This design comes from an exercise in tuning for small area, a short achievable clock period and few clock cycles on the open sky130 flow, not from production work.
Where RTL was checked, it was by simulation tests only, not by an equivalence proof against the original.
The RTL of runs 2 and 3 was laid out without a check of its function.
Power is estimated from default activity; no workload was simulated.

==> design/flow/design.v <==
module divider(
	input wire [31:0] dividend,
	input wire [31:0] divisor,
	input clk,
	input rst,
	input start,
	output wire [31:0] quotient,
	output wire [31:0] remainder,
	output wire busy,
	output wire done
);
	reg [31:0] q;
	reg [31:0] r;
	reg [32:0] d;
	reg running;
	reg done_r;
	assign quotient = q;
	assign remainder = r;
	assign busy = running;
	assign done = done_r;
	function [5:0] lzc;
		input [31:0] x;
		reg [15:0] v1; reg [15:0] c1;
		reg [7:0] v2; reg [15:0] c2;
		reg [3:0] v3; reg [11:0] c3;
		reg [1:0] v4; reg [7:0] c4;
		reg v5; reg [4:0] c5;
		integer k;
		begin
			for (k = 0; k < 16; k = k + 1) begin
				v1[k] = x[2*k+1] | x[2*k];
				c1[k] = ~x[2*k+1];
			end
			for (k = 0; k < 8; k = k + 1) begin
				v2[k] = v1[2*k+1] | v1[2*k];
				c2[2*k+:2] = v1[2*k+1] ? {1'b0, c1[2*k+1]} : {1'b1, c1[2*k]};
			end
			for (k = 0; k < 4; k = k + 1) begin
				v3[k] = v2[2*k+1] | v2[2*k];
				c3[3*k+:3] = v2[2*k+1] ? {1'b0, c2[4*k+2+:2]} : {1'b1, c2[4*k+:2]};
			end
			for (k = 0; k < 2; k = k + 1) begin
				v4[k] = v3[2*k+1] | v3[2*k];
				c4[4*k+:4] = v3[2*k+1] ? {1'b0, c3[6*k+3+:3]} : {1'b1, c3[6*k+:3]};
			end
			v5 = v4[1] | v4[0];
			c5 = v4[1] ? {1'b0, c4[7:4]} : {1'b1, c4[3:0]};
			lzc = v5 ? {1'b0, c5} : 6'd32;
		end
	endfunction
	wire [5:0] za = lzc(dividend);
	wire [5:0] zb = lzc(divisor);
	wire b_zero = (divisor == 32'd0);
	wire b_one = (divisor == 32'd1);
	wire a_less = (za > zb);              
	wire [4:0] sh = zb[4:0] - za[4:0];    
	wire [32:0] s0 = {divisor, 1'b0};
	wire [32:0] s1 = sh[1] ? {s0[30:0], 2'b0} : s0;
	wire [32:0] s2 = sh[2] ? {s1[28:0], 4'b0} : s1;
	wire [32:0] s3 = sh[3] ? {s2[24:0], 8'b0} : s2;
	wire [32:0] s4 = sh[4] ? {s3[16:0], 16'b0} : s3;
	wire [32:0] sa_x = {1'b0, r};
	wire [32:0] sa_y = ~(d);
	wire [32:0] sa_p = sa_x ^ sa_y;
	wire [32:0] sa_g0 = sa_x & sa_y;
	wire sa_G0_0 = sa_g0[0] | (sa_p[0] & 1'b1);
	wire sa_G1_1 = sa_g0[1] | (sa_p[1] & sa_G0_0);
	wire sa_G1_3 = sa_g0[3] | (sa_p[3] & sa_g0[2]);
	wire sa_P1_3 = sa_p[3] & sa_p[2];
	wire sa_G1_5 = sa_g0[5] | (sa_p[5] & sa_g0[4]);
	wire sa_P1_5 = sa_p[5] & sa_p[4];
	wire sa_G1_7 = sa_g0[7] | (sa_p[7] & sa_g0[6]);
	wire sa_P1_7 = sa_p[7] & sa_p[6];
	wire sa_G1_9 = sa_g0[9] | (sa_p[9] & sa_g0[8]);
	wire sa_P1_9 = sa_p[9] & sa_p[8];
	wire sa_G1_11 = sa_g0[11] | (sa_p[11] & sa_g0[10]);
	wire sa_P1_11 = sa_p[11] & sa_p[10];
	wire sa_G1_13 = sa_g0[13] | (sa_p[13] & sa_g0[12]);
	wire sa_P1_13 = sa_p[13] & sa_p[12];
	wire sa_G1_15 = sa_g0[15] | (sa_p[15] & sa_g0[14]);
	wire sa_P1_15 = sa_p[15] & sa_p[14];
	wire sa_G1_17 = sa_g0[17] | (sa_p[17] & sa_g0[16]);
	wire sa_P1_17 = sa_p[17] & sa_p[16];
	wire sa_G1_19 = sa_g0[19] | (sa_p[19] & sa_g0[18]);
	wire sa_P1_19 = sa_p[19] & sa_p[18];
	wire sa_G1_21 = sa_g0[21] | (sa_p[21] & sa_g0[20]);
	wire sa_P1_21 = sa_p[21] & sa_p[20];
	wire sa_G1_23 = sa_g0[23] | (sa_p[23] & sa_g0[22]);
	wire sa_P1_23 = sa_p[23] & sa_p[22];
	wire sa_G1_25 = sa_g0[25] | (sa_p[25] & sa_g0[24]);
	wire sa_P1_25 = sa_p[25] & sa_p[24];
	wire sa_G1_27 = sa_g0[27] | (sa_p[27] & sa_g0[26]);
	wire sa_P1_27 = sa_p[27] & sa_p[26];
	wire sa_G1_29 = sa_g0[29] | (sa_p[29] & sa_g0[28]);
	wire sa_P1_29 = sa_p[29] & sa_p[28];
	wire sa_G1_31 = sa_g0[31] | (sa_p[31] & sa_g0[30]);
	wire sa_P1_31 = sa_p[31] & sa_p[30];
	wire sa_G2_2 = sa_g0[2] | (sa_p[2] & sa_G1_1);
	wire sa_G2_3 = sa_G1_3 | (sa_P1_3 & sa_G1_1);
	wire sa_G2_6 = sa_g0[6] | (sa_p[6] & sa_G1_5);
	wire sa_P2_6 = sa_p[6] & sa_P1_5;
	wire sa_G2_7 = sa_G1_7 | (sa_P1_7 & sa_G1_5);
	wire sa_P2_7 = sa_P1_7 & sa_P1_5;
	wire sa_G2_10 = sa_g0[10] | (sa_p[10] & sa_G1_9);
	wire sa_P2_10 = sa_p[10] & sa_P1_9;
	wire sa_G2_11 = sa_G1_11 | (sa_P1_11 & sa_G1_9);
	wire sa_P2_11 = sa_P1_11 & sa_P1_9;
	wire sa_G2_14 = sa_g0[14] | (sa_p[14] & sa_G1_13);
	wire sa_P2_14 = sa_p[14] & sa_P1_13;
	wire sa_G2_15 = sa_G1_15 | (sa_P1_15 & sa_G1_13);
	wire sa_P2_15 = sa_P1_15 & sa_P1_13;
	wire sa_G2_18 = sa_g0[18] | (sa_p[18] & sa_G1_17);
	wire sa_P2_18 = sa_p[18] & sa_P1_17;
	wire sa_G2_19 = sa_G1_19 | (sa_P1_19 & sa_G1_17);
	wire sa_P2_19 = sa_P1_19 & sa_P1_17;
	wire sa_G2_22 = sa_g0[22] | (sa_p[22] & sa_G1_21);
	wire sa_P2_22 = sa_p[22] & sa_P1_21;
	wire sa_G2_23 = sa_G1_23 | (sa_P1_23 & sa_G1_21);
	wire sa_P2_23 = sa_P1_23 & sa_P1_21;
	wire sa_G2_26 = sa_g0[26] | (sa_p[26] & sa_G1_25);
	wire sa_P2_26 = sa_p[26] & sa_P1_25;
	wire sa_G2_27 = sa_G1_27 | (sa_P1_27 & sa_G1_25);
	wire sa_P2_27 = sa_P1_27 & sa_P1_25;
	wire sa_G2_30 = sa_g0[30] | (sa_p[30] & sa_G1_29);
	wire sa_P2_30 = sa_p[30] & sa_P1_29;
	wire sa_G2_31 = sa_G1_31 | (sa_P1_31 & sa_G1_29);
	wire sa_P2_31 = sa_P1_31 & sa_P1_29;
	wire sa_G3_4 = sa_g0[4] | (sa_p[4] & sa_G2_3);
	wire sa_G3_5 = sa_G1_5 | (sa_P1_5 & sa_G2_3);
	wire sa_G3_6 = sa_G2_6 | (sa_P2_6 & sa_G2_3);
	wire sa_G3_7 = sa_G2_7 | (sa_P2_7 & sa_G2_3);
	wire sa_G3_12 = sa_g0[12] | (sa_p[12] & sa_G2_11);
	wire sa_P3_12 = sa_p[12] & sa_P2_11;
	wire sa_G3_13 = sa_G1_13 | (sa_P1_13 & sa_G2_11);
	wire sa_P3_13 = sa_P1_13 & sa_P2_11;
	wire sa_G3_14 = sa_G2_14 | (sa_P2_14 & sa_G2_11);
	wire sa_P3_14 = sa_P2_14 & sa_P2_11;
	wire sa_G3_15 = sa_G2_15 | (sa_P2_15 & sa_G2_11);
	wire sa_P3_15 = sa_P2_15 & sa_P2_11;
	wire sa_G3_20 = sa_g0[20] | (sa_p[20] & sa_G2_19);
	wire sa_P3_20 = sa_p[20] & sa_P2_19;
	wire sa_G3_21 = sa_G1_21 | (sa_P1_21 & sa_G2_19);
	wire sa_P3_21 = sa_P1_21 & sa_P2_19;
	wire sa_G3_22 = sa_G2_22 | (sa_P2_22 & sa_G2_19);
	wire sa_P3_22 = sa_P2_22 & sa_P2_19;
	wire sa_G3_23 = sa_G2_23 | (sa_P2_23 & sa_G2_19);
	wire sa_P3_23 = sa_P2_23 & sa_P2_19;
	wire sa_G3_28 = sa_g0[28] | (sa_p[28] & sa_G2_27);
	wire sa_P3_28 = sa_p[28] & sa_P2_27;
	wire sa_G3_29 = sa_G1_29 | (sa_P1_29 & sa_G2_27);
	wire sa_P3_29 = sa_P1_29 & sa_P2_27;
	wire sa_G3_30 = sa_G2_30 | (sa_P2_30 & sa_G2_27);
	wire sa_P3_30 = sa_P2_30 & sa_P2_27;
	wire sa_G3_31 = sa_G2_31 | (sa_P2_31 & sa_G2_27);
	wire sa_P3_31 = sa_P2_31 & sa_P2_27;
	wire sa_G4_8 = sa_g0[8] | (sa_p[8] & sa_G3_7);
	wire sa_G4_9 = sa_G1_9 | (sa_P1_9 & sa_G3_7);
	wire sa_G4_10 = sa_G2_10 | (sa_P2_10 & sa_G3_7);
	wire sa_G4_11 = sa_G2_11 | (sa_P2_11 & sa_G3_7);
	wire sa_G4_12 = sa_G3_12 | (sa_P3_12 & sa_G3_7);
	wire sa_G4_13 = sa_G3_13 | (sa_P3_13 & sa_G3_7);
	wire sa_G4_14 = sa_G3_14 | (sa_P3_14 & sa_G3_7);
	wire sa_G4_15 = sa_G3_15 | (sa_P3_15 & sa_G3_7);
	wire sa_G4_24 = sa_g0[24] | (sa_p[24] & sa_G3_23);
	wire sa_P4_24 = sa_p[24] & sa_P3_23;
	wire sa_G4_25 = sa_G1_25 | (sa_P1_25 & sa_G3_23);
	wire sa_P4_25 = sa_P1_25 & sa_P3_23;
	wire sa_G4_26 = sa_G2_26 | (sa_P2_26 & sa_G3_23);
	wire sa_P4_26 = sa_P2_26 & sa_P3_23;
	wire sa_G4_27 = sa_G2_27 | (sa_P2_27 & sa_G3_23);
	wire sa_P4_27 = sa_P2_27 & sa_P3_23;
	wire sa_G4_28 = sa_G3_28 | (sa_P3_28 & sa_G3_23);
	wire sa_P4_28 = sa_P3_28 & sa_P3_23;
	wire sa_G4_29 = sa_G3_29 | (sa_P3_29 & sa_G3_23);
	wire sa_P4_29 = sa_P3_29 & sa_P3_23;
	wire sa_G4_30 = sa_G3_30 | (sa_P3_30 & sa_G3_23);
	wire sa_P4_30 = sa_P3_30 & sa_P3_23;
	wire sa_G4_31 = sa_G3_31 | (sa_P3_31 & sa_G3_23);
	wire sa_P4_31 = sa_P3_31 & sa_P3_23;
	wire sa_G5_16 = sa_g0[16] | (sa_p[16] & sa_G4_15);
	wire sa_G5_17 = sa_G1_17 | (sa_P1_17 & sa_G4_15);
	wire sa_G5_18 = sa_G2_18 | (sa_P2_18 & sa_G4_15);
	wire sa_G5_19 = sa_G2_19 | (sa_P2_19 & sa_G4_15);
	wire sa_G5_20 = sa_G3_20 | (sa_P3_20 & sa_G4_15);
	wire sa_G5_21 = sa_G3_21 | (sa_P3_21 & sa_G4_15);
	wire sa_G5_22 = sa_G3_22 | (sa_P3_22 & sa_G4_15);
	wire sa_G5_23 = sa_G3_23 | (sa_P3_23 & sa_G4_15);
	wire sa_G5_24 = sa_G4_24 | (sa_P4_24 & sa_G4_15);
	wire sa_G5_25 = sa_G4_25 | (sa_P4_25 & sa_G4_15);
	wire sa_G5_26 = sa_G4_26 | (sa_P4_26 & sa_G4_15);
	wire sa_G5_27 = sa_G4_27 | (sa_P4_27 & sa_G4_15);
	wire sa_G5_28 = sa_G4_28 | (sa_P4_28 & sa_G4_15);
	wire sa_G5_29 = sa_G4_29 | (sa_P4_29 & sa_G4_15);
	wire sa_G5_30 = sa_G4_30 | (sa_P4_30 & sa_G4_15);
	wire sa_G5_31 = sa_G4_31 | (sa_P4_31 & sa_G4_15);
	wire sa_G6_32 = sa_g0[32] | (sa_p[32] & sa_G5_31);
	wire [32:0] sa_cv = {sa_G5_31, sa_G5_30, sa_G5_29, sa_G5_28, sa_G5_27, sa_G5_26, sa_G5_25, sa_G5_24, sa_G5_23, sa_G5_22, sa_G5_21, sa_G5_20, sa_G5_19, sa_G5_18, sa_G5_17, sa_G5_16, sa_G4_15, sa_G4_14, sa_G4_13, sa_G4_12, sa_G4_11, sa_G4_10, sa_G4_9, sa_G4_8, sa_G3_7, sa_G3_6, sa_G3_5, sa_G3_4, sa_G2_3, sa_G2_2, sa_G1_1, sa_G0_0, 1'b1};
	wire [32:0] sa_d = sa_p ^ sa_cv;
	wire sa_c = sa_G6_32;
	wire ge1 = sa_c;
	wire [31:0] r1 = ge1 ? sa_d[31:0] : r;
	wire [31:0] sb_x = r1;
	wire [31:0] sb_y = ~(d[32:1]);
	wire [31:0] sb_p = sb_x ^ sb_y;
	wire [31:0] sb_g0 = sb_x & sb_y;
	wire sb_G0_0 = sb_g0[0] | (sb_p[0] & 1'b1);
	wire sb_G1_1 = sb_g0[1] | (sb_p[1] & sb_G0_0);
	wire sb_G1_3 = sb_g0[3] | (sb_p[3] & sb_g0[2]);
	wire sb_P1_3 = sb_p[3] & sb_p[2];
	wire sb_G1_5 = sb_g0[5] | (sb_p[5] & sb_g0[4]);
	wire sb_P1_5 = sb_p[5] & sb_p[4];
	wire sb_G1_7 = sb_g0[7] | (sb_p[7] & sb_g0[6]);
	wire sb_P1_7 = sb_p[7] & sb_p[6];
	wire sb_G1_9 = sb_g0[9] | (sb_p[9] & sb_g0[8]);
	wire sb_P1_9 = sb_p[9] & sb_p[8];
	wire sb_G1_11 = sb_g0[11] | (sb_p[11] & sb_g0[10]);
	wire sb_P1_11 = sb_p[11] & sb_p[10];
	wire sb_G1_13 = sb_g0[13] | (sb_p[13] & sb_g0[12]);
	wire sb_P1_13 = sb_p[13] & sb_p[12];
	wire sb_G1_15 = sb_g0[15] | (sb_p[15] & sb_g0[14]);
	wire sb_P1_15 = sb_p[15] & sb_p[14];
	wire sb_G1_17 = sb_g0[17] | (sb_p[17] & sb_g0[16]);
	wire sb_P1_17 = sb_p[17] & sb_p[16];
	wire sb_G1_19 = sb_g0[19] | (sb_p[19] & sb_g0[18]);
	wire sb_P1_19 = sb_p[19] & sb_p[18];
	wire sb_G1_21 = sb_g0[21] | (sb_p[21] & sb_g0[20]);
	wire sb_P1_21 = sb_p[21] & sb_p[20];
	wire sb_G1_23 = sb_g0[23] | (sb_p[23] & sb_g0[22]);
	wire sb_P1_23 = sb_p[23] & sb_p[22];
	wire sb_G1_25 = sb_g0[25] | (sb_p[25] & sb_g0[24]);
	wire sb_P1_25 = sb_p[25] & sb_p[24];
	wire sb_G1_27 = sb_g0[27] | (sb_p[27] & sb_g0[26]);
	wire sb_P1_27 = sb_p[27] & sb_p[26];
	wire sb_G1_29 = sb_g0[29] | (sb_p[29] & sb_g0[28]);
	wire sb_P1_29 = sb_p[29] & sb_p[28];
	wire sb_G1_31 = sb_g0[31] | (sb_p[31] & sb_g0[30]);
	wire sb_P1_31 = sb_p[31] & sb_p[30];
	wire sb_G2_2 = sb_g0[2] | (sb_p[2] & sb_G1_1);
	wire sb_G2_3 = sb_G1_3 | (sb_P1_3 & sb_G1_1);
	wire sb_G2_6 = sb_g0[6] | (sb_p[6] & sb_G1_5);
	wire sb_P2_6 = sb_p[6] & sb_P1_5;
	wire sb_G2_7 = sb_G1_7 | (sb_P1_7 & sb_G1_5);
	wire sb_P2_7 = sb_P1_7 & sb_P1_5;
	wire sb_G2_10 = sb_g0[10] | (sb_p[10] & sb_G1_9);
	wire sb_P2_10 = sb_p[10] & sb_P1_9;
	wire sb_G2_11 = sb_G1_11 | (sb_P1_11 & sb_G1_9);
	wire sb_P2_11 = sb_P1_11 & sb_P1_9;
	wire sb_G2_14 = sb_g0[14] | (sb_p[14] & sb_G1_13);
	wire sb_P2_14 = sb_p[14] & sb_P1_13;
	wire sb_G2_15 = sb_G1_15 | (sb_P1_15 & sb_G1_13);
	wire sb_P2_15 = sb_P1_15 & sb_P1_13;
	wire sb_G2_18 = sb_g0[18] | (sb_p[18] & sb_G1_17);
	wire sb_P2_18 = sb_p[18] & sb_P1_17;
	wire sb_G2_19 = sb_G1_19 | (sb_P1_19 & sb_G1_17);
	wire sb_P2_19 = sb_P1_19 & sb_P1_17;
	wire sb_G2_22 = sb_g0[22] | (sb_p[22] & sb_G1_21);
	wire sb_P2_22 = sb_p[22] & sb_P1_21;
	wire sb_G2_23 = sb_G1_23 | (sb_P1_23 & sb_G1_21);
	wire sb_P2_23 = sb_P1_23 & sb_P1_21;
	wire sb_G2_26 = sb_g0[26] | (sb_p[26] & sb_G1_25);
	wire sb_P2_26 = sb_p[26] & sb_P1_25;
	wire sb_G2_27 = sb_G1_27 | (sb_P1_27 & sb_G1_25);
	wire sb_P2_27 = sb_P1_27 & sb_P1_25;
	wire sb_G2_30 = sb_g0[30] | (sb_p[30] & sb_G1_29);
	wire sb_P2_30 = sb_p[30] & sb_P1_29;
	wire sb_G2_31 = sb_G1_31 | (sb_P1_31 & sb_G1_29);
	wire sb_P2_31 = sb_P1_31 & sb_P1_29;
	wire sb_G3_4 = sb_g0[4] | (sb_p[4] & sb_G2_3);
	wire sb_G3_5 = sb_G1_5 | (sb_P1_5 & sb_G2_3);
	wire sb_G3_6 = sb_G2_6 | (sb_P2_6 & sb_G2_3);
	wire sb_G3_7 = sb_G2_7 | (sb_P2_7 & sb_G2_3);
	wire sb_G3_12 = sb_g0[12] | (sb_p[12] & sb_G2_11);
	wire sb_P3_12 = sb_p[12] & sb_P2_11;
	wire sb_G3_13 = sb_G1_13 | (sb_P1_13 & sb_G2_11);
	wire sb_P3_13 = sb_P1_13 & sb_P2_11;
	wire sb_G3_14 = sb_G2_14 | (sb_P2_14 & sb_G2_11);
	wire sb_P3_14 = sb_P2_14 & sb_P2_11;
	wire sb_G3_15 = sb_G2_15 | (sb_P2_15 & sb_G2_11);
	wire sb_P3_15 = sb_P2_15 & sb_P2_11;
	wire sb_G3_20 = sb_g0[20] | (sb_p[20] & sb_G2_19);
	wire sb_P3_20 = sb_p[20] & sb_P2_19;
	wire sb_G3_21 = sb_G1_21 | (sb_P1_21 & sb_G2_19);
	wire sb_P3_21 = sb_P1_21 & sb_P2_19;
	wire sb_G3_22 = sb_G2_22 | (sb_P2_22 & sb_G2_19);
	wire sb_P3_22 = sb_P2_22 & sb_P2_19;
	wire sb_G3_23 = sb_G2_23 | (sb_P2_23 & sb_G2_19);
	wire sb_P3_23 = sb_P2_23 & sb_P2_19;
	wire sb_G3_28 = sb_g0[28] | (sb_p[28] & sb_G2_27);
	wire sb_P3_28 = sb_p[28] & sb_P2_27;
	wire sb_G3_29 = sb_G1_29 | (sb_P1_29 & sb_G2_27);
	wire sb_P3_29 = sb_P1_29 & sb_P2_27;
	wire sb_G3_30 = sb_G2_30 | (sb_P2_30 & sb_G2_27);
	wire sb_P3_30 = sb_P2_30 & sb_P2_27;
	wire sb_G3_31 = sb_G2_31 | (sb_P2_31 & sb_G2_27);
	wire sb_P3_31 = sb_P2_31 & sb_P2_27;
	wire sb_G4_8 = sb_g0[8] | (sb_p[8] & sb_G3_7);
	wire sb_G4_9 = sb_G1_9 | (sb_P1_9 & sb_G3_7);
	wire sb_G4_10 = sb_G2_10 | (sb_P2_10 & sb_G3_7);
	wire sb_G4_11 = sb_G2_11 | (sb_P2_11 & sb_G3_7);
	wire sb_G4_12 = sb_G3_12 | (sb_P3_12 & sb_G3_7);
	wire sb_G4_13 = sb_G3_13 | (sb_P3_13 & sb_G3_7);
	wire sb_G4_14 = sb_G3_14 | (sb_P3_14 & sb_G3_7);
	wire sb_G4_15 = sb_G3_15 | (sb_P3_15 & sb_G3_7);
	wire sb_G4_24 = sb_g0[24] | (sb_p[24] & sb_G3_23);
	wire sb_P4_24 = sb_p[24] & sb_P3_23;
	wire sb_G4_25 = sb_G1_25 | (sb_P1_25 & sb_G3_23);
	wire sb_P4_25 = sb_P1_25 & sb_P3_23;
	wire sb_G4_26 = sb_G2_26 | (sb_P2_26 & sb_G3_23);
	wire sb_P4_26 = sb_P2_26 & sb_P3_23;
	wire sb_G4_27 = sb_G2_27 | (sb_P2_27 & sb_G3_23);
	wire sb_P4_27 = sb_P2_27 & sb_P3_23;
	wire sb_G4_28 = sb_G3_28 | (sb_P3_28 & sb_G3_23);
	wire sb_P4_28 = sb_P3_28 & sb_P3_23;
	wire sb_G4_29 = sb_G3_29 | (sb_P3_29 & sb_G3_23);
	wire sb_P4_29 = sb_P3_29 & sb_P3_23;
	wire sb_G4_30 = sb_G3_30 | (sb_P3_30 & sb_G3_23);
	wire sb_P4_30 = sb_P3_30 & sb_P3_23;
	wire sb_G4_31 = sb_G3_31 | (sb_P3_31 & sb_G3_23);
	wire sb_P4_31 = sb_P3_31 & sb_P3_23;
	wire sb_G5_16 = sb_g0[16] | (sb_p[16] & sb_G4_15);
	wire sb_G5_17 = sb_G1_17 | (sb_P1_17 & sb_G4_15);
	wire sb_G5_18 = sb_G2_18 | (sb_P2_18 & sb_G4_15);
	wire sb_G5_19 = sb_G2_19 | (sb_P2_19 & sb_G4_15);
	wire sb_G5_20 = sb_G3_20 | (sb_P3_20 & sb_G4_15);
	wire sb_G5_21 = sb_G3_21 | (sb_P3_21 & sb_G4_15);
	wire sb_G5_22 = sb_G3_22 | (sb_P3_22 & sb_G4_15);
	wire sb_G5_23 = sb_G3_23 | (sb_P3_23 & sb_G4_15);
	wire sb_G5_24 = sb_G4_24 | (sb_P4_24 & sb_G4_15);
	wire sb_G5_25 = sb_G4_25 | (sb_P4_25 & sb_G4_15);
	wire sb_G5_26 = sb_G4_26 | (sb_P4_26 & sb_G4_15);
	wire sb_G5_27 = sb_G4_27 | (sb_P4_27 & sb_G4_15);
	wire sb_G5_28 = sb_G4_28 | (sb_P4_28 & sb_G4_15);
	wire sb_G5_29 = sb_G4_29 | (sb_P4_29 & sb_G4_15);
	wire sb_G5_30 = sb_G4_30 | (sb_P4_30 & sb_G4_15);
	wire sb_G5_31 = sb_G4_31 | (sb_P4_31 & sb_G4_15);
	wire [31:0] sb_cv = {sb_G5_30, sb_G5_29, sb_G5_28, sb_G5_27, sb_G5_26, sb_G5_25, sb_G5_24, sb_G5_23, sb_G5_22, sb_G5_21, sb_G5_20, sb_G5_19, sb_G5_18, sb_G5_17, sb_G5_16, sb_G4_15, sb_G4_14, sb_G4_13, sb_G4_12, sb_G4_11, sb_G4_10, sb_G4_9, sb_G4_8, sb_G3_7, sb_G3_6, sb_G3_5, sb_G3_4, sb_G2_3, sb_G2_2, sb_G1_1, sb_G0_0, 1'b1};
	wire [31:0] sb_d = sb_p ^ sb_cv;
	wire sb_c = sb_G5_31;
	wire ge2 = sb_c;
	wire [31:0] r2 = ge2 ? sb_d : r1;
	always @(posedge clk)
		d <= running ? d >> 2 : s4;
	wire trivial = b_zero | b_one | a_less;
	wire [31:0] mark = 32'h40000000 >> {sh[4:1], 1'b0};
	wire acc = ~running & start;
	wire hold = ~running & ~start;
	always @(posedge clk) begin
		r <= ({32{acc}} & dividend & {32{~b_one}}) | ({32{running}} & r2) | ({32{hold}} & r);
		q <= ({32{acc}} & ({32{b_zero}} | (dividend & {32{b_one}}) | (mark & {32{~trivial}})))
			| ({32{running}} & {q[29:0], ge1, ge2}) | ({32{hold}} & q);
	end
	always @(posedge clk) begin
		if (rst) begin
			running <= 1'b0;
			done_r <= 1'b0;
		end
		else if (!running) begin
			if (start) begin
				running <= ~trivial;
				done_r <= trivial;
			end
		end
		else if (q[30]) begin
			running <= 1'b0;
			done_r <= 1'b1;
		end
	end
endmodule
==> design/flow/flow/run.sh <==
#!/bin/bash
set -euo pipefail
export BUFFER_PORTS_ARGS="-buffer_cell sky130_fd_sc_hd__buf_1"
bash standard.sh > standard_flow.log 2>&1
==> design/flow/standard.sh <==
#!/bin/bash
# synth_recipe.tcl (not shown) runs the flow's synth.tcl, then flattens the netlist and writes it again
# the make line also repeats each setting of config.mk as NAME=value (left out here)
make -C /OpenROAD-flow-scripts/flow DESIGN_CONFIG=/design/flow/config.mk WORK_HOME=/design/flow/orfs CLKGATE_MAP_FILE= SYNTH_SCRIPT=/design/flow/synth_recipe.tcl "${@:-finish}"
==> design/flow/config.mk <==
export PLATFORM = sky130hd
export DESIGN_NAME = divider
export DESIGN_NICKNAME = divider
export VERILOG_FILES = /design/flow/design.v
export SDC_FILE = /design/flow/constraint.sdc
export NUM_CORES = 4
export LEC_CHECK = 0
export CAP_MARGIN = 20
export CORE_MARGIN = 2
export CORE_UTILIZATION = 40
export PLACE_DENSITY = 0.6
export SETUP_SLACK_MARGIN = 2.5
export SLEW_MARGIN = 20
==> design/flow/constraint.sdc <==
create_clock -name core_clock -period 8.0 [get_ports {clk}]
set_input_delay 1.6000 -clock core_clock [delete_from_list [all_inputs] [get_ports {clk}]]
set_output_delay 1.6000 -clock core_clock [all_outputs]
set_load 0.01 [all_outputs]
==> results_dict.tcl, run 1 <==
set metrics [dict create \
    post-route-period-util_pct 66.4 \
    reg2reg_from "r[0]" \
    tns_ns 0 \
    p_leak_uw 0.00442 \
    yosysSeqAreaShare_pct 21.8 \
    fin_nets 1444 \
    crit_path_start "dividend[30]" \
    numCtsBuffers 9 \
    clkTransAtPathRegs_ns 0.07 \
    worstSetupStartpointType "primary input" \
    gp_congestion 0.913 \
    synth_area_per_cell_um2 7.77 \
    hold_path_class "reg2reg" \
    rsz0062_at_grt "false" \
    fmax_mhz 188 \
    peakVddDrop_v 0.000237 \
    port_buffers 132 \
    hold_slack_ns 0.470 \
    initial_core_util_pct 40.5 \
    synthArstFlopShare_pct 0 \
    synth_cell_types 79 \
    final_cell_mix "buf_1 (122), nand2_1 (106), dfxtp_1 (98)" \
    place_area_um2 9840 \
    worstPathMaxFanout 15 \
    design.die.area_um2 23900 \
    p_total_uw 5420 \
    core_area_um2 22400 \
    antenna_cells 0 \
    postCtsHoldBufs 0 \
    wire_per_inst_um 20.3 \
    final_common_cell "buf_1" \
    final_antenna_net_count 0 \
    io-pin-count 133 \
    cp.required_ns 8.23 \
    grt_pass1_wl_mm 48.4 \
    outcome "complete, no violations" \
    finalWirelength_mm 32.2 \
    maxSlewViolCount 0 \
    grt_start_max_net_pins 51 \
    cts_root_buffer "clkbuf_16" \
    drt_iter0_markers 938 \
    clk_latency_ns 0.36 \
    cts_sinks 99 \
    synth_nets 1319 \
    synth_area_um2 9080 \
    cts_tree "built" \
    grt_util_all_layers_pct 25.7 \
    syn_inst 1169 \
    cp-end-kind "flop" \
    die_h_um 155 \
    synthFlopType "dfxtp_1" \
    firstDrtPassIters 6 \
    vias_per_cell 6.01 \
    hpwl_mm 24.2 \
    die_x_um 155 \
    yosys_warnings 1 \
    critical_path_class "in2reg" \
    finalHoldViolations 0 \
    first_global_vias 8539 \
    relSlewSlack_pct 59.1 \
    hold_start "d[4]" \
    pwr_density_cell_nw_per_um2 506 \
    drive_gt1_share_pct 11.2 \
    ys_seq_elements 99 \
    finalSetupViolCount 0 \
    post-route-drc-count 0 \
    vias 9520 \
    area_growth_pct 17.9 \
    clk_path_buf_depth 2 \
    arrival_ns 5.54 \
    rows 55 \
    cts_max_level 3 \
    gr-total-overflow 0 \
    fin_crit_ns 5.31 \
    design_area_um2 10700 \
    tightest_slew_ns 0.608 \
    dp.cells 1543 \
    synth_edf_count 0 \
    layout.cells.non_filler 1584 \
    antenna_found_initial 0 \
    finClkSkew_ns 0.0118 \
    max_cap_violations 0 \
]
==> layer usage <==
layer / part of all wire [%] / GRT usage, % / vias up
li1: - / - / 4575
met1: 45 / 35.7 / 4530
met2: 46 / 41.0 / 354
met3: 6.1 / 3.22 / 61
met4: 3.8 / 9.48 / 0
met5: 0 / 0 / -
==> path summary, 6_finish.rpt <==
kind / depth (start not counted) / slack (ns) / to
worst max-delay path: 16 / 2.69 / d[28]
worst min-delay path: 2 / 0.47 / d[2]
worst max register to register: 25 / 2.69 / r[29]
worst min register to register: 2 / 0.47 / d[2]
==> synthesized netlist by cell type, types with 18 or more instances <==
library cell  count  area share, %
a22oi_1          30            2.5
clkbuf_1         44            1.8
xor2_1           26            2.5
nor2_1           92            3.8
o211ai_1         18            1.5
nand2_1         107            4.4
xnor2_1          23            2.2
dfxtp_1          99             22
inv_1            86            3.6
nand2b_1         21            1.4
mux2i_1          49            5.4
a311oi_1         20            1.9
a21oi_1          97            5.3
nand3_1          24            1.3
ha_1             72            9.9
o21ai_0          74            4.1
a21o_1           18            1.5
nor4_1           18            1.2
a211oi_1         19            1.6
==> power breakdown <==
part | switching (uW) | internal (uW)
logic | 2400 | 1730
registers | 161 | 660
clock network | 221 | 248
==> state kept, by name (all words and copies together) (netlist names) <==
register / count
q: 32
d: 33
done_r: 1
r: 32
running: 1
==> through the flow <==
step | utilization (%) | worst slack [ns]
final | 47.7 | 2.69
after global routing | 47.7 | 2.48
after CTS | 45.9 | 2.51
after detailed placement | 43.8 | 1.61
after global placement | 43.8 | 1.41
after floorplan | - | 2.60
==> final cells by class <==
| type | instances | area (um^2) |
|---|---|---|
| clock inverters | 7 | 82.6 |
| clock buffers | 9 | 225 |
| fillers | 2274 | 11700 |
| inverters | 87 | 327 |
| flip-flops and latches | 99 | 1990 |
| repair buffers | 171 | 876 |
| well taps | 285 | 357 |
| multi-input cells | 926 | 6850 |
==> critical path, stage by stage <==
cell and delay, ns:
buf_1 0.16, or4_1 0.57, nand2b_1 0.23, nor2_1 0.13, o21ai_1 0.15, o31ai_2 0.38, ha_1 0.21, inv_1 0.07
fa_4 0.55, xnor2_4 0.28, buf_12 0.20, mux2i_1 0.25, mux2i_1 0.15, mux2i_1 0.33, a211o_1 0.19, o21ai_0 0.08
==> cell families after synthesis <==
kind of cell | Yosys count | synth area share (%)
adders and majority gates | 83 | 12.3
DFF | 99 | 21.8
AOI/OAI and AO/OA | 399 | 30.4
buffers and inverters | 144 | 6.24
and+or+nand+nor | 335 | 17.3
xor gates and xnor gates | 49 | 4.73
muxes | 60 | 7.10
==> what timing repair did <==
action | CTS | global route
pin swaps | 6 | 17
setup endpoints to repair | 79 | 80
resized for setup | 27 | 62
hold endpoints to repair | 0 | 0
buffers inserted | 8 | 16
gates cloned | 0 | 1
Testbench counts, summed over its fixed seeds: cycles 5,255.
==> run 2, diff against run 1 <==
--- a/design/flow/design.v
+++ b/design/flow/design.v
@@ -60,3 +60,2 @@
 	wire [32:0] s3 = sh[3] ? {s2[24:0], 8'b0} : s2;
-	wire [32:0] s4 = sh[4] ? {s3[16:0], 16'b0} : s3;
 	wire [32:0] sa_x = {1'b0, r};
@@ -341,3 +340,5 @@
 	always @(posedge clk)
-		d <= running ? d >> 2 : s4;
+		d <= ({33{running}} & (d >> 2))
+			| ({33{~running & sh[4]}} & {s3[16:0], 16'b0})
+			| ({33{~running & ~sh[4]}} & s3);
 	wire trivial = b_zero | b_one | a_less;
==> run 2 against run 1 <==
Net effect: still clean on timing, DRC and antenna; via count fell by 1.4%; die area fell by 1.2%; sequential power fell by 3.3%; flip-flop and latch count did not move; synthesized cell count fell by 1.8%; combinational power fell by 6.3%; largest power group unchanged.
==> results_dict.tcl, run 2 <==
set metrics [dict create \
    outcome "complete, no violations" \
    timing.rr.end "r[19]" \
    final_antenna_net_count 0 \
    firstDrtPassIters 5 \
    peakVddDrop_v 0.000166 \
    cts_root_buffer "clkbuf_16" \
    critical_path_class "reg2reg" \
    arrival_ns 5.67 \
    synth_compound_area_share_pct 28.6 \
    first_global_vias 8577 \
    synth_area_per_cell_um2 7.81 \
    p_total_uw 5150 \
    yosys-top-cells-area "dfxtp_1 (22%), ha_1 (10%), a21oi_1 (5.9%)" \
    largest_register "d" \
    yosys.area_share.simple_pct 18.8 \
    p_int_uw 2600 \
    hold_path_end "done_r" \
    finalSetupViolCount 0 \
    die_h_um 154 \
    design.die.area_um2 23600 \
    yosys.area.top_type "dfxtp_1" \
    wire_per_inst_um 20.8 \
    drt_iter0_markers 1026 \
    fin_crit_ns 5.40 \
    io-pin-count 133 \
    synthArstFlopShare_pct 0 \
    core_area_um2 21900 \
    finalWirelength_mm 32.4 \
    antenna_found_initial 0 \
    utilization_pct 48.7 \
    finalHoldViolations 0 \
    cts_tree "built" \
    fin_nets 1423 \
    dp.cells 1522 \
    cp-end-kind "flop" \
    pwr_density_cell_nw_per_um2 483 \
    synthFlopType "dfxtp_1" \
    p_leak_uw 0.00438 \
    grt_util_all_layers_pct 26.3 \
    synth-xor-area-share_pct 4.88 \
    clkTransAtPathRegs_ns 0.08 \
    antenna_cells 0 \
    hpwl_mm 23.9 \
    worstSetupStartpointType "flop" \
    cp.required_ns 8.27 \
    worstPathMaxFanout 21 \
    r2r_setup_slack_ns 2.60 \
    post-route-drc-count 0 \
    crit_path_start "d[8]" \
    yosysSeqAreaShare_pct 22.1 \
    synth_nets 1298 \
    synth_most_common_cell "nand2_1" \
    vias 9384 \
    grt_start_max_net_pins 67 \
    max_cap_violations 0 \
    tightest_slew_ns 0.835 \
    setup_ws_ns 2.60 \
    switching_power_uw 2550 \
    maxSlewViolCount 0 \
    numCtsBuffers 9 \
    synth_mux_area_share_pct 7.52 \
    clkPwrFrac_pct 9.5 \
    ys_seq_elements 99 \
    synth_top_area_share_pct 22.1 \
    synth_top_family_by_area "compound AO/OA/AOI/OAI gates" \
    cts_sinks 99 \
    p_seq_share_pct 15.4 \
    initial_core_util_pct 41.0 \
    rows 54 \
    largestRegisters "d: 33 flops, q: 32 flops, r: 32 flops" \
    synth_cell_types 74 \
    reg2reg_from "d[8]" \
    relSlewSlack_pct 44.0 \
    fmax_mhz 185 \
    tns_ns 0 \
    hold_start "done_r" \
    yosys_warnings 1 \
    post-route-period-util_pct 67.5 \
    hold_path_class "reg2reg" \
    reg2reg_depth 23 \
    power_frac_comb_pct 75.1 \
    final_cell_mix "buf_1 (132), nand2_1 (131), a21oi_1 (98)" \
    largest_reg_flops 33 \
    layout.cells.non_filler 1558 \
    gr-total-overflow 0 \
    synth_common_cells "nand2_1 (133), a21oi_1 (106), dfxtp_1 (99), nor2_1 (82), inv_1 (76)" \
    cts_max_level 3 \
    port_buffers 132 \
    final_common_cell "buf_1" \
    synth_area_um2 8970 \
    rsz0062_at_grt "true" \
    die_x_um 154 \
    area_growth_pct 19.0 \
    gp_congestion 0.954 \
    synth_edf_count 0 \
    switching_share_pct 49.6 \
    clk_latency_ns 0.37 \
    drive_gt1_share_pct 11.2 \
    vias_per_cell 6.02 \
    syn_inst 1148 \
    finClkSkew_ns 0.0122 \
    pre_cts_slack_ns 1.76 \
    grt_pass1_wl_mm 49.0 \
    whs_path_depth 2 \
    clk_path_buf_depth 2 \
    synthAdderAreaFrac_pct 12.5 \
]
## run 2: cell type report
cell class,instances,area [um^2]
Fill cell,2214,11200
Inverter,77,289
Timing Repair Buffer,167,822
Tap cell,280,350
Sequential cell,99,1990
Clock buffer,10,239
Multi-Input combinational cell,919,6910
Clock inverter,6,78.8
## run 2: timing repair
item | CTS | global route
pin swaps | 4 | 19
gates resized for setup | 26 | 63
gates cloned | 3 | 0
hold buffers | 0 | 0
endpoints found under the setup margin | 61 | 72
buffers inserted | 7 | 10
## run 2: cells by family after synthesis
kind of cell,Yosys count
buffers and inverters,130
adder cells (fa/ha/maj),83
AND/OR/NAND/NOR,357
XOR/XNOR,50
AO/OA/AOI/OAI,366
multiplexers,63
flip-flops,99
## run 2: power by group through the flow
| stage | clock network, uW | logic (uW) | registers, uW |
|---|---|---|---|
| final | 490 | 3870 | 794 |
| after global routing | 514 | 4240 | 813 |
| after CTS | 493 | 3530 | 787 |
| after global placement | 0 | 3370 | 796 |
| after detailed placement | 0 | 3380 | 796 |
| after floorplan | 0 | 2600 | 790 |
## run 2: critical path: stages (launching register included)
cell and delay [ns]:
dfxtp_1 0.31, inv_1 0.16, ha_1 0.35, nand4_1 0.23
o22ai_4 0.28, o2111ai_4 0.20, a21oi_4 0.24, o211ai_4 0.13
a211oi_4 0.31, buf_4 0.16, buf_4 0.17, buf_4 0.15
mux2_2 0.34, ha_1 0.35, a21oi_1 0.16, o21ai_0 0.17
nand2_1 0.10, o31a_1 0.25, and2_4 0.22, o21ai_2 0.09
and2_4 0.21, buf_12 0.16, a222oi_1 0.29, a21bo_2 0.25
## run 2: per-stage QoR
| stage | hold WS [ns] | cell area [um^2] |
|---|---|---|
| after floorplan | 0.465 | 8970 |
| after global placement | 0.497 | 9740 |
| after detailed placement | 0.486 | 9740 |
| after CTS | 0.503 | 10300 |
| after global routing | 0.551 | 10700 |
| final | 0.509 | 10700 |
## run 2: routing by layer
| layer | vias to the layer above | track usage [%] | wire length (um) |
|---|---|---|---|
| met2 | 349 | 42.5 | 14900 |
| met4 | 0 | 8.91 | 829 |
| met3 | 48 | 3.61 | 1910 |
| met5 | - | 0 | 0 |
| met1 | 4494 | 36.1 | 14800 |
| li1 | 4493 | - | - |
## run 2: how the worst max path moves through the flow
stage | end | slack (ns) | depth (start not counted)
after floorplan | d[29] | 2.73 | 18
after global placement | d[25] | 1.81 | 18
after detailed placement | d[25] | 1.76 | 18
after CTS | r[19] | 2.41 | 26
after global routing | d[23] | 2.40 | 20
final | r[19] | 2.60 | 23
==> run 3, diff against run 2 <==
--- a/design/flow/config.mk
+++ b/design/flow/config.mk
@@ -11,3 +11,3 @@
 export PLACE_DENSITY = 0.6
-export SETUP_SLACK_MARGIN = 2.5
+export SETUP_SLACK_MARGIN = 2.75
 export SLEW_MARGIN = 20
==> run 3 against run 2 <==
Net effect: highest routed layer unchanged; flip-flop and latch count is the same; first-iteration DRC count shrank 8.7%; still clean on timing, DRC and antenna; sequential power grew 1%.
==> results_dict.tcl, run 3 <==
set metrics [dict create \
    postCtsHoldBufs 0 \
    met3_usage_pct 3.92 \
    clkPwrFrac_pct 8.6 \
    switching_share_pct 48.5 \
    drt_iter0_markers 937 \
    p_seq_share_pct 14.9 \
    post-route-period-util_pct 64.7 \
    antenna_found_initial 0 \
    cp.required_ns 8.25 \
    rsz0062_at_grt "true" \
    fmax_mhz 193 \
    tightest_slew_ns 0.774 \
    yosys.area.top_type "dfxtp_1" \
    cp-end-kind "flop" \
    gp_congestion 0.949 \
    final_common_cell "buf_1" \
    relSlewSlack_pct 48.1 \
    core_area_um2 21900 \
    worstPathMaxFanout 6 \
    p_int_uw 2790 \
    synthArstFlopShare_pct 0 \
    max_cap_violations 0 \
    hold_slack_ns 0.509 \
    port_buffers 132 \
    p_leak_uw 0.00461 \
    cts_sinks 99 \
    finalHoldViolations 0 \
    hold_path_class "reg2reg" \
    grt_start_max_net_pins 66 \
    design.die.area_um2 23600 \
    synth_area_per_cell_um2 7.81 \
    met2_usage_pct 42.6 \
    largest_reg_flops 33 \
    cts_tree "built" \
    final_antenna_net_count 0 \
    initial_core_util_pct 41.0 \
    maxSlewViolCount 0 \
    antenna_cells 0 \
    cts_max_level 3 \
    clk_path_buf_depth 2 \
    clkTransAtPathRegs_ns 0.08 \
    final.fill_count 2163 \
    die_h_um 154 \
    worstSetupStartpointType "flop" \
    rows 54 \
    first_global_vias 8775 \
    largestRegisters "d: 33 flops, q: 32 flops, r: 32 flops" \
    fin_nets 1461 \
    switching_power_uw 2620 \
    busiest_layer "met2" \
    vias_per_cell 5.99 \
    tns_ns 0 \
    cts_root_buffer "clkbuf_16" \
    drive_gt1_share_pct 18.4 \
    synth_cell_types 74 \
    outcome "complete, no violations" \
    finClkSkew_ns 0.0163 \
    syn_inst 1148 \
    synthFlopType "dfxtp_1" \
    area_growth_pct 26.9 \
    grt_util_all_layers_pct 26.3 \
    hpwl_mm 23.9 \
    power_frac_comb_pct 76.5 \
    wire_per_inst_um 20.6 \
    synth_common_cells "nand2_1 (133), a21oi_1 (106), dfxtp_1 (99), nor2_1 (82), inv_1 (76)" \
    synth_area_um2 8970 \
    firstDrtPassIters 8 \
    grt_pass1_wl_mm 49.6 \
    peakVddDrop_v 0.000197 \
    ys_seq_elements 99 \
    die_x_um 154 \
    post-route-drc-count 0 \
    synth_nets 1298 \
    final_cell_mix "buf_1 (131), nand2_1 (130), a21oi_1 (96)" \
    fin_crit_ns 5.18 \
    io-pin-count 133 \
    finalWirelength_mm 32.9 \
    synth_edf_count 0 \
    synth_most_common_cell "nand2_1" \
    synth_top_area_share_pct 22.1 \
    pwr_density_cell_nw_per_um2 475 \
    yosys-top-cells-area "dfxtp_1 (22%), ha_1 (10%), a21oi_1 (5.9%)" \
    gr-total-overflow 0 \
    largest_register "d" \
    yosys_warnings 1 \
    clk_latency_ns 0.37 \
    met1_usage_pct 36.4 \
    numCtsBuffers 9 \
    yosysSeqAreaShare_pct 22.1 \
    finalSetupViolCount 0 \
    vias 9557 \
    arrival_ns 5.43 \
    critical_path_class "reg2reg" \
]
run 3: logic make-up (layout without fill, tap and decap cells):
kind of cell	count (synthesis)	after routing	synth area share [%]
xor+xnor	50	51	4.88
fa+ha+maj	83	83	12.5
compound gates	366	368	28.6
flops	99	99	22.1
mux	63	63	7.52
buf+inv	130	294	5.62
simple gates	357	357	18.8
run 3: worst max-delay path, stage by stage (launching register included):
cell and delay (ns):
dfxtp_1 0.30, inv_1 0.17, ha_1 0.33, a21o_1 0.19, a21o_1 0.20, a21oi_2 0.30, o22ai_2 0.17, nor3_2 0.18
buf_4 0.18, a211oi_4 0.08, buf_6 0.15, buf_6 0.12, mux2_4 0.30, ha_4 0.24, a21o_1 0.15, a21oi_1 0.12
nor2b_1 0.09, o41a_1 0.44, o41ai_4 0.41, o21ai_2 0.12, and2_4 0.22, buf_12 0.14, a32o_1 0.21, a221o_1 0.25
run 3: power by group through the flow:
stage / Combinational (uW) / Clock [uW] / Sequential (uW)
after detailed placement: 3370 / 0 / 797
after CTS: 3530 / 472 / 788
after global routing: 4530 / 488 / 823
after floorplan: 2600 / 0 / 790
final: 4140 / 467 / 804
after global placement: 3370 / 0 / 796
run 3: stage by stage:
step	utilization (%)	worst slack (ns)	std cells	instance area [um^2]	total power, uW
final	52.0	2.82	1595	11400	5410
after detailed placement	44.6	1.56	1521	9760	4170
after floorplan	-	2.87	1148	8980	3390
after global placement	44.5	1.52	1521	9750	4160
after CTS	47.5	2.74	1552	10400	4790
after global routing	52.0	2.64	1595	11400	5840
run 3: worst paths after layout:
check | endpoint | cells past startpoint | start | slack, ns
setup / recovery | r[25] | 23 | d[21] | 2.82
hold / removal | done_r | 2 | done_r | 0.51
setup reg to reg | r[25] | 23 | d[21] | 2.82
hold reg to reg | done_r | 2 | done_r | 0.51
run 3: metal layers:
layer / share of wire, % / vias up
li1: - / 4577
met3: 7.3 / 41
met5: 0 / -
met2: 46 / 371
met4: 2.3 / 0
met1: 44 / 4568
run 3: what timing repair did:
item | in CTS | in global routing
pin swaps | 10 | 59
setup endpoints to repair | 75 | 81
cloned | 2 | 4
resized for setup | 37 | 129
buffers inserted | 14 | 39
run 3: area by class of cell:
type                    count  area, um^2  share of cell area [%]
clock buffers               9         225                    1.98
clock inverters             6        72.6                   0.637
inverters                  77         289                    2.54
multi-input cells         922        7340                    64.4
flip-flops and latches     99        1990                    17.5
well taps                 280         350                    3.08
repair buffers            202        1120                    9.84
==> run 4, diff against run 3 <==
--- a/design/flow/design.v
+++ b/design/flow/design.v
@@ -60,2 +60,3 @@
 	wire [32:0] s3 = sh[3] ? {s2[24:0], 8'b0} : s2;
+	wire [32:0] s4 = sh[4] ? {s3[16:0], 16'b0} : s3;
 	wire [32:0] sa_x = {1'b0, r};
@@ -340,5 +341,3 @@
 	always @(posedge clk)
-		d <= ({33{running}} & (d >> 2))
-			| ({33{~running & sh[4]}} & {s3[16:0], 16'b0})
-			| ({33{~running & ~sh[4]}} & s3);
+		d <= running ? d >> 2 : s4;
 	wire trivial = b_zero | b_one | a_less;
==> design/flow/flow/run.sh (replaced) <==
#!/bin/bash
set -euo pipefail
export BUFFER_PORTS_ARGS="-buffer_cell sky130_fd_sc_hd__buf_1"
export CTS_ARGS="-sink_clustering_enable -repair_clock_nets -dont_use_dummy_load -sink_clustering_size 30 -sink_clustering_max_diameter 200"
bash standard.sh > standard_flow.log 2>&1
--- a/design/flow/config.mk
+++ b/design/flow/config.mk
@@ -11,3 +11,3 @@
 export PLACE_DENSITY = 0.6
-export SETUP_SLACK_MARGIN = 2.75
+export SETUP_SLACK_MARGIN = 2.5
 export SLEW_MARGIN = 20
==> run 4 against run 3 <==
Net effect: die area increased by 1.2%; first-iteration DRC count up 2.3%; critical path type is now in2reg; wire length decreased by 2.8%; total power shrank 1.4%; still clean on timing, DRC and antenna; clock power down 18%; sequential power rose by 2%; synthesized cell count increased by 1.8%; fmax is 2.8% lower; clock skew increased by 0.0058 ns; setup slack lost 0.15 ns.
==> results_dict.tcl, run 4 <==
set metrics [dict create \
    pwr_density_cell_nw_per_um2 502 \
    arrival_ns 5.55 \
    hold_path_class "reg2reg" \
    fmax_mhz 188 \
    peakVddDrop_v 0.000219 \
    maxSlewViolCount 0 \
    largestRegisters "d: 33 flops, q: 32 flops, r: 32 flops" \
    cts_max_level 3 \
    core_area_um2 22400 \
    synth_cell_types 79 \
    initial_core_util_pct 40.5 \
    synth_edf_count 0 \
    tns_ns 0 \
    yosys_warnings 1 \
    yosysSeqAreaShare_pct 21.8 \
    post-route-drc-count 0 \
    rsz0062_at_grt "false" \
    postCtsHoldBufs 0 \
    vias 9434 \
    worstSetupStartpointType "primary input" \
    finalWirelength_mm 32.0 \
    r2r_setup_slack_ns 2.71 \
    grt_pass1_wl_mm 48.3 \
    cp.required_ns 8.22 \
    switching_power_uw 2740 \
    cp-endpoint "d[7]" \
    switching_share_pct 51.3 \
    firstDrtPassIters 6 \
    relSlewSlack_pct 58.1 \
    yosys-top-cells-area "dfxtp_1 (22%), ha_1 (9.9%), mux2i_1 (5.4%)" \
    p_seq_share_pct 15.4 \
    antenna_cells 0 \
    seq_area_um2 1990 \
    p_int_uw 2600 \
    final_cell_mix "buf_1 (122), nand2_1 (106), dfxtp_1 (98)" \
    critical_path_class "in2reg" \
    finClkSkew_ns 0.0221 \
    max_cap_violations 0 \
    clk_path_buf_depth 2 \
    multiInputGateArea_um2 6850 \
    tightest_slew_ns 0.622 \
    grt_util_all_layers_pct 25.7 \
    drt_iter0_markers 959 \
    power_frac_comb_pct 77.4 \
    drive_gt1_share_pct 10.7 \
    grt_start_max_net_pins 51 \
    cts_sinks 99 \
    io-pin-count 133 \
    place_area_um2 9840 \
    synth_common_cells "nand2_1 (107), dfxtp_1 (99), a21oi_1 (97), nor2_1 (92), inv_1 (86)" \
    syn_inst 1169 \
    post-route-period-util_pct 66.6 \
    first_global_vias 8511 \
    antenna_found_initial 0 \
    gp_congestion 0.913 \
    synthArstFlopShare_pct 0 \
    die_x_um 155 \
    clk_latency_ns 0.36 \
    port_buffers 132 \
    final_antenna_net_count 0 \
    vias_per_cell 5.99 \
    rows 55 \
    synthFlopType "dfxtp_1" \
    yosys.area.top_type "dfxtp_1" \
    hpwl_mm 24.2 \
    finalSetupViolCount 0 \
    numCtsBuffers 9 \
    cts_tree "built" \
    crit_path_start "dividend[30]" \
    fin_crit_ns 5.33 \
    finalHoldViolations 0 \
    synth_top_area_share_pct 21.8 \
    fin_nets 1443 \
    reg2reg_from "d[16]" \
    synth_nets 1319 \
    synth_area_um2 9080 \
    final_common_cell "buf_1" \
    cts_root_buffer "clkbuf_16" \
    synth_most_common_cell "nand2_1" \
    hold_slack_ns 0.467 \
    p_leak_uw 0.00438 \
    reg2reg_depth 22 \
    cp-end-kind "flop" \
    largest_register "d" \
    die_h_um 155 \
    synth_area_per_cell_um2 7.77 \
    clkTransAtPathRegs_ns 0.06 \
    timing.rr.end "r[29]" \
    largest_reg_flops 33 \
    utilization_pct 47.3 \
    outcome "complete, no violations" \
    design.die.area_um2 23900 \
    gr-total-overflow 0 \
    worstPathMaxFanout 15 \
    ys_seq_elements 99 \
    clkPwrFrac_pct 7.2 \
    design_area_um2 10600 \
    area_growth_pct 17.0 \
    final.fill_count 2271 \
    wire_per_inst_um 20.3 \
]
## run 4: cell count changes in the layout (fill, tap and decap cells not counted), moves of 11 or more
cell / previous run / this run
nand2b_1: 38 / 21
ha_4: 17 / 0
inv_1: 68 / 86
nand2_1: 130 / 106
a22oi_1: 9 / 28
mux2i_1: 31 / 45
o21ai_0: 47 / 66
buf_4: 52 / 28
ha_1: 53 / 71
mux2i_2: 15 / 4
a311oi_1: 3 / 20
a221o_1: 25 / 9
## run 4: worst min-delay path by stage
stage            to  startpoint  slack, ns  depth (start not counted)
2_1_floorplan  d[2]        d[4]       0.43                          2
3_3_place_gp   d[2]        d[4]       0.46                          2
3_5_place_dp   d[2]        d[4]       0.46                          2
4_1_cts        d[2]        d[4]       0.47                          2
5_1_grt        d[2]        d[4]       0.49                          2
6_report       d[2]        d[4]       0.47                          2
## run 4: per-layer routing
| layer | up-vias | wire (um) | global-route usage, % |
|---|---|---|---|
| met5 | - | 0 | 0 |
| met4 | 0 | 1310 | 9.39 |
| met3 | 58 | 1910 | 3.00 |
| met2 | 346 | 14400 | 40.8 |
| met1 | 4476 | 14400 | 36.0 |
| li1 | 4554 | - | - |
## run 4: critical path, stage by stage
cell      delay (ns)
buf_1           0.17
or4_1           0.57
nand2b_1        0.23
nor2_1          0.13
o21ai_1         0.15
o31ai_2         0.38
ha_1            0.21
inv_1           0.07
fa_4            0.55
a21o_1          0.24
a21oi_2         0.19
xor2_1          0.20
buf_6           0.19
nand2_2         0.14
nor2_4          0.19
nand2_1         0.12
o21ai_0         0.20
## run 4: power groups by stage
stage                     Sequential, uW  Clock [uW]  Combinational, uW
after floorplan                      828           0               2830
after global placement               826           0               3670
after detailed placement             826           0               3690
after CTS                            817         384               3780
after global routing                 844         407               4540
final                                822         383               4130
## run 4: kinds of logic (layout without fill, tap and decap cells)
kind of cell	Yosys count	in the layout	synth area share, %
adder cells (fa/ha/maj)	83	83	12.3
flip-flops	99	99	21.8
XOR/XNOR	49	49	4.73
multiplexers	60	60	7.10
AND/OR/NAND/NOR	335	335	17.3
AO/OA/AOI/OAI	399	399	30.4
buffers and inverters	144	266	6.24
## run 4: layout make-up
cell class              count  share of cell area [%]
flip-flops and latches     99                    18.7
well taps                 285                    3.36
repair buffers            170                    8.26
inverters                  87                    3.07
clock buffers               9                    2.12
multi-input cells         926                    64.5
## run 4: per-stage QoR
stage	instances	power [uW]	worst slack [ns]
finish	1576	5330	2.67
detailed placement	1543	4520	1.61
global placement	1543	4490	1.41
floorplan	1169	3660	2.60
CTS	1559	4980	2.50
global route	1576	5790	2.48
## run 4: timing repair
action,4_1_cts,5_1_grt
buffers inserted,7,16
gates resized for setup,25,62
pin swaps,6,17
cloned,0,1
setup endpoints to repair,79,80
Testbench counts of run 4, summed over its fixed seeds: cycles 5,255.
==> run 5, diff against run 4 <==
==> design/flow/flow/run.sh (replaced) <==
#!/bin/bash
set -euo pipefail
export BUFFER_PORTS_ARGS="-buffer_cell sky130_fd_sc_hd__buf_1"
export CTS_ARGS="-sink_clustering_enable -repair_clock_nets -dont_use_dummy_load"
bash standard.sh > standard_flow.log 2>&1
==> run 5 against run 4 <==
Net effect: via count unchanged; first-iteration DRC count unchanged; synthesized cell count did not move; setup slack did not move; final area did not move; total power did not move; wire length unchanged; fmax did not move; critical path depth stayed put; synthesized area stayed put; clock skew stayed put; die area stayed put; critical path type unchanged; critical endpoint unchanged.
==> results_dict.tcl, run 5 <==
set metrics [dict create \
    outcome "complete, no violations" \
    synthArstFlopShare_pct 0 \
    final_cell_mix "buf_1 (122), nand2_1 (106), dfxtp_1 (98)" \
    synthFlopType "dfxtp_1" \
    multiInputGateArea_um2 6850 \
    finalSetupViolCount 0 \
    gp_congestion 0.913 \
    crit_buf_inv 3 \
    pwr_density_cell_nw_per_um2 502 \
    relSlewSlack_pct 58.1 \
    ys_seq_elements 99 \
    yosys-top-cells-area "dfxtp_1 (22%), ha_1 (9.9%), mux2i_1 (5.4%)" \
    synth_area_per_cell_um2 7.77 \
    tns_ns 0 \
    synth_top_area_share_pct 21.8 \
    drt_iter0_markers 959 \
    syn_inst 1169 \
    clk_latency_ns 0.36 \
    numCtsBuffers 9 \
    synth_most_common_cell "nand2_1" \
    synth_edf_count 0 \
    arrival_ns 5.55 \
    tightest_slew_ns 0.622 \
    post-route-drc-count 0 \
    antenna_found_initial 0 \
    largestRegisters "d: 33 flops, q: 32 flops, r: 32 flops" \
    cts_max_level 3 \
    design.die.area_um2 23900 \
    gr-total-overflow 0 \
    synth_cell_types 79 \
    area_growth_pct 17.0 \
    finalHoldViolations 0 \
    finalWirelength_mm 32.0 \
    hold_path_end "d[2]" \
    postCtsHoldBufs 0 \
    crit_path_start "dividend[30]" \
    setup_ws_ns 2.67 \
    synth_common_cells "nand2_1 (107), dfxtp_1 (99), a21oi_1 (97), nor2_1 (92), inv_1 (86)" \
    timing.rr.end "r[29]" \
    port_buffers 132 \
    fin_crit_ns 5.33 \
    max_cap_violations 0 \
    final_common_cell "buf_1" \
    grt_pass1_wl_mm 48.3 \
    final_antenna_net_count 0 \
    p_leak_uw 0.00438 \
    die_h_um 155 \
    synth_area_um2 9080 \
    seq_area_um2 1990 \
    crit_path_top_delay_cell "or4_1" \
    reg2reg_depth 22 \
    post-route-period-util_pct 66.6 \
    grt_util_all_layers_pct 25.7 \
    cts_sinks 99 \
    rsz0062_at_grt "false" \
    yosys.area.top_type "dfxtp_1" \
    wl_met2_mm 14.4 \
    cts_root_buffer "clkbuf_16" \
    final.fill_count 2271 \
    cp-end-kind "flop" \
    hpwl_mm 24.2 \
    reg2reg_from "d[16]" \
    largest_register "d" \
    worstSetupStartpointType "primary input" \
    grt_start_max_net_pins 51 \
    io-pin-count 133 \
    first_global_vias 8511 \
    r2r_setup_slack_ns 2.71 \
    vias 9434 \
    drive_gt1_share_pct 10.7 \
    hold_start "d[4]" \
    peakVddDrop_v 0.000219 \
    rows 55 \
    cp.required_ns 8.22 \
    crit_cells 17 \
    firstDrtPassIters 6 \
    finClkSkew_ns 0.0221 \
    largest_reg_flops 33 \
    vias_per_cell 5.99 \
    whs_path_depth 2 \
    synth_nets 1319 \
    die_x_um 155 \
    highest_layer "met4" \
    wire_per_inst_um 20.3 \
    worstPathCellList "buf_1, or4_1, nand2b_1, nor2_1, o21ai_1, o31ai_2, ha_1, inv_1, fa_4, a21o_1, a21oi_2, xor2_1, buf_6, nand2_2, nor2_4, nand2_1, o21ai_0" \
    fin_nets 1443 \
    core_area_um2 22400 \
    wl_met3_mm 1.91 \
    yosys_warnings 1 \
    fmax_mhz 188 \
    pre_cts_slack_ns 1.61 \
    clkTransAtPathRegs_ns 0.06 \
    clk_path_buf_depth 2 \
    antenna_cells 0 \
    yosysSeqAreaShare_pct 21.8 \
    met1Wirelength_mm 14.4 \
    critical_path_class "in2reg" \
    cts_tree "built" \
    maxSlewViolCount 0 \
    worstPathMaxFanout 15 \
    slowest_delay_ns 0.57 \
    path_delay_family "simple AND/OR/NAND/NOR gates" \
    hold_path_class "reg2reg" \
    initial_core_util_pct 40.5 \
]
run 5: cell counts in the layout (fill, tap and decap cells not counted):
No cell type changed its count.
run 5: routing by layer:
layer  track usage [%]  up-vias
met2              40.8      346
met1              36.0     4476
met4              9.39        0
met5                 0        -
met3              3.00       58
li1                  -     4554
run 5: power by group:
part / total [uW] / internal [uW] / switching [uW]
logic: 4130 / 1740 / 2390
registers: 822 / 660 / 161
clock network: 383 / 199 / 184
run 5: what timing repair did:
| action | CTS | global route |
|---|---|---|
| buffers inserted | 7 | 16 |
| pin swaps | 6 | 17 |
| setup endpoints to repair | 79 | 80 |
| gates resized for setup | 25 | 62 |
| cloned | 0 | 1 |
run 5: cell families (layout without fill, tap and decap cells):
logic type	after synthesis	in the layout	synth area share [%]
buf+inv	144	266	6.24
mux	60	60	7.10
flops	99	99	21.8
simple gates	335	335	17.3
fa+ha+maj	83	83	12.3
compound gates	399	399	30.4
xor+xnor	49	49	4.73
run 5: worst max path at each step:
stage,end,slack (ns)
floorplan,d[23],2.60
global route,r[29],2.48
finish,d[7],2.67
detailed placement,d[26],1.61
global placement,d[26],1.41
CTS,d[7],2.50
run 5: worst register-to-register path: stages, from the launching register on:
cell       delay [ns]
dfxtp_1          0.44
inv_1            0.18
ha_1             0.23
a21oi_1          0.21
o21ai_1          0.20
a221oi_4         0.34
o211ai_1         0.15
o21bai_4         0.24
a21o_4           0.27
nand2_1          0.06
o21ai_0          0.11
ha_1             0.23
fa_2             0.39
nor2b_2          0.16
o2111ai_2        0.17
a31oi_4          0.27
o211ai_2         0.16
a2111oi_4        0.46
o21ai_4          0.18
nand2_4          0.15
nor2_4           0.06
buf_4            0.18
a221o_1          0.35
run 5: layout make-up:
class	count	area share, %
timing repair buffer	170	8.26
clock buffer	9	2.12
inverter	87	3.07
tap	285	3.36
sequential	99	18.7
multi-input combinational	926	64.5
run 5: per-stage QoR:
stage / total power [uW] / cells / hold WS (ns) / utilization, % / cell area, um^2
5_1_grt: 5790 / 1576 / 0.489 / 47.3 / 10600
3_3_place_gp: 4490 / 1543 / 0.458 / 43.8 / 9830
2_1_floorplan: 3660 / 1169 / 0.428 / - / 9080
4_1_cts: 4980 / 1559 / 0.474 / 45.5 / 10200
3_5_place_dp: 4520 / 1543 / 0.459 / 43.8 / 9840
6_report: 5330 / 1576 / 0.467 / 47.3 / 10600
==> run 6, diff against run 5 <==
--- a/design/flow/config.mk
+++ b/design/flow/config.mk
@@ -9,3 +9,3 @@
 export CORE_MARGIN = 2
-export CORE_UTILIZATION = 40
+export CORE_UTILIZATION = 50
 export PLACE_DENSITY = 0.6
==> run 6 against run 5 <==
Net effect: still clean on timing, DRC and antenna; register-to-register slack better by 0.05 ns; first-iteration DRC count is 15% lower; core utilization is 11 points higher; critical path depth is 1 higher; clock-buffer cell count stayed put; flip-flop and latch count stayed put; final cell count is 3.7% lower; wire length is 1.2% higher; final area is 1.4% lower; synthesized cell count stayed put; die area is 20% lower; via count is 0.42% higher; largest power group unchanged.
==> results_dict.tcl, run 6 <==
set metrics [dict create \
    reg2reg_depth 24 \
    grt_start_max_net_pins 65 \
    final_antenna_net_count 0 \
    largest_reg_flops 33 \
    die_h_um 139 \
    numCtsBuffers 9 \
    yosys.area.top_type "dfxtp_1" \
    fin_crit_ns 5.34 \
    finalHoldViolations 0 \
    synthArstFlopShare_pct 0 \
    drive_gt1_share_pct 10.3 \
    tns_ns 0 \
    clk_latency_ns 0.36 \
    synth_area_per_cell_um2 7.77 \
    synth_nets 1319 \
    yosys_warnings 1 \
    power_frac_comb_pct 76.9 \
    rows 49 \
    core_area_um2 17900 \
    synth_common_cells "nand2_1 (107), dfxtp_1 (99), a21oi_1 (97), nor2_1 (92), inv_1 (86)" \
    post-route-period-util_pct 66.8 \
    reg2reg_from "r[0]" \
    timing.rr.end "r[29]" \
    hold_path_end "q[21]" \
    firstDrtPassIters 5 \
    max_cap_violations 0 \
    tightest_slew_ns 0.776 \
    grt_util_all_layers_pct 32.4 \
    hold_path_class "reg2reg" \
    synth_most_common_cell "nand2_1" \
    relSlewSlack_pct 48.3 \
    synth_edf_count 0 \
    peakVddDrop_v 0.000288 \
    seq_area_um2 1990 \
    area_growth_pct 15.3 \
    grt_pass1_wl_mm 49.3 \
    post-route-drc-count 0 \
    hold_start "q[19]" \
    design.die.area_um2 19300 \
    r2r_setup_slack_ns 2.76 \
    p_seq_share_pct 15.6 \
    synth_area_um2 9080 \
    gr-total-overflow 0 \
    yosys-top-cells-area "dfxtp_1 (22%), ha_1 (9.9%), mux2i_1 (5.4%)" \
    arrival_ns 5.53 \
    largestRegisters "d: 33 flops, q: 32 flops, r: 32 flops" \
    synthFlopType "dfxtp_1" \
    drt_iter0_markers 817 \
    clkPwrFrac_pct 7.5 \
    finClkSkew_ns 0.0269 \
    cts_sinks 99 \
    worstPathMaxFanout 19 \
    synth_top_area_share_pct 21.8 \
    pwr_density_cell_nw_per_um2 495 \
    postCtsHoldBufs 0 \
    die_x_um 139 \
    multiInputGateArea_um2 6830 \
    cp-end-kind "flop" \
    fmax_mhz 187 \
    synth_cell_types 79 \
    outcome "complete, no violations" \
    antenna_found_initial 2 \
    cts_max_level 3 \
    clk_path_buf_depth 2 \
    gp_congestion 0.948 \
    ys_seq_elements 99 \
    fin_nets 1439 \
    finalWirelength_mm 32.4 \
    hpwl_mm 23.9 \
    largest_register "d" \
    rsz0062_at_grt "true" \
]
run 6: how the worst max path moves through the flow:
| stage | from | to | cells past startpoint |
|---|---|---|---|
| 6_report | divisor[12] | d[22] | 18 |
| 3_3_place_gp | dividend[13] | d[3] | 17 |
| 2_1_floorplan | divisor[12] | d[23] | 18 |
| 3_5_place_dp | dividend[13] | d[7] | 17 |
| 4_1_cts | d[17] | r[29] | 21 |
| 5_1_grt | divisor[12] | d[30] | 17 |
run 6: cell type report:
type,count,share of cell area (%)
Antenna cell,2,0.0478
Clock buffer,9,2.15
Inverter,87,3.12
Multi-Input combinational cell,927,65.3
Sequential cell,99,19.0
Tap cell,229,2.74
Timing Repair Buffer,165,7.73
run 6: metrics by stage:
step                setup slack [ns]  total power (uW)  hold WS, ns  instance area [um^2]  instances
floorplan                       2.60              3660        0.428                  9080       1169
finish                          2.66              5180        0.474                 10500       1518
CTS                             2.49              4980        0.478                 10200       1505
detailed placement              1.37              4490        0.465                  9770       1487
global placement                1.33              4480        0.464                  9770       1487
global route                    2.47              5660        0.499                 10500       1517
run 6: per-layer routing:
layer | vias to the layer above | track usage [%] | share of wire, %
met1 | 4435 | 44.2 | 43
met2 | 402 | 50.4 | 44
met5 | - | 0 | 0
met4 | 0 | 12.2 | 3.9
met3 | 80 | 7.04 | 8.9
li1 | 4557 | - | -
run 6: timing repair:
action                                  4_1_cts  5_1_grt
setup buffers                                 8       10
endpoints found under the setup margin       72       80
cloned                                        1        1
resized for setup                            28       47
pin swaps                                     5       11
endpoints found under the hold margin         0        0
run 6: logic make-up after synthesis:
kind of cell | synth area share (%)
buf+inv | 6.24
xor+xnor | 4.73
fa+ha+maj | 12.3
simple gates | 17.3
flops | 21.8
mux | 7.10
compound gates | 30.4
run 6: power groups by stage:
stage               clock, uW  sequential (uW)  combinational (uW)
floorplan                   0              828                2830
global placement            0              812                3670
detailed placement          0              818                3670
CTS                       392              807                3780
global route              411              831                4420
finish                    390              808                3980
run 6: worst max-delay path, stage by stage:
cell,delay (ns)
buf_1,0.12
or4_1,0.60
nor2_1,0.18
nand3_2,0.17
nor2_4,0.18
nor4_1,0.06
o21ai_1,0.28
ha_1,0.20
inv_1,0.07
fa_4,0.54
xnor2_4,0.26
buf_12,0.20
mux2i_2,0.25
o21ai_0,0.18
nand2_1,0.10
nand2_1,0.05
a221oi_1,0.39
a21oi_1,0.08

## separate check: timing with driven ports
The results above use ideal ports. As a check the final layouts listed here were re-extracted and re-timed, cells and wires unchanged.
Step 1 assumes that a clkbuf_16 drives the clock port and a buf_2 every other input.
Step 2 times the ports against the registers' clock, not the clock port: input delays grow and output delays shrink by t, the midpoint of the rising clock arrivals with the driver on.
Three values: ideal ports, drivers, drivers and shift; two values: the first two.
run	t, ns	setup WS [ns]
run 1	0.404	2.692 / 2.695 / 2.313
run 2	0.407	2.597 / 2.597 / 2.273
run 3	0.403	2.825 / 2.825 / 2.521
run 4	0.397	2.673 / 2.699 / 2.302
run 5	0.397	2.673 / 2.699 / 2.302
run 6	0.396	2.659 / 2.688 / 2.292
After both steps every run listed still meets setup and hold.
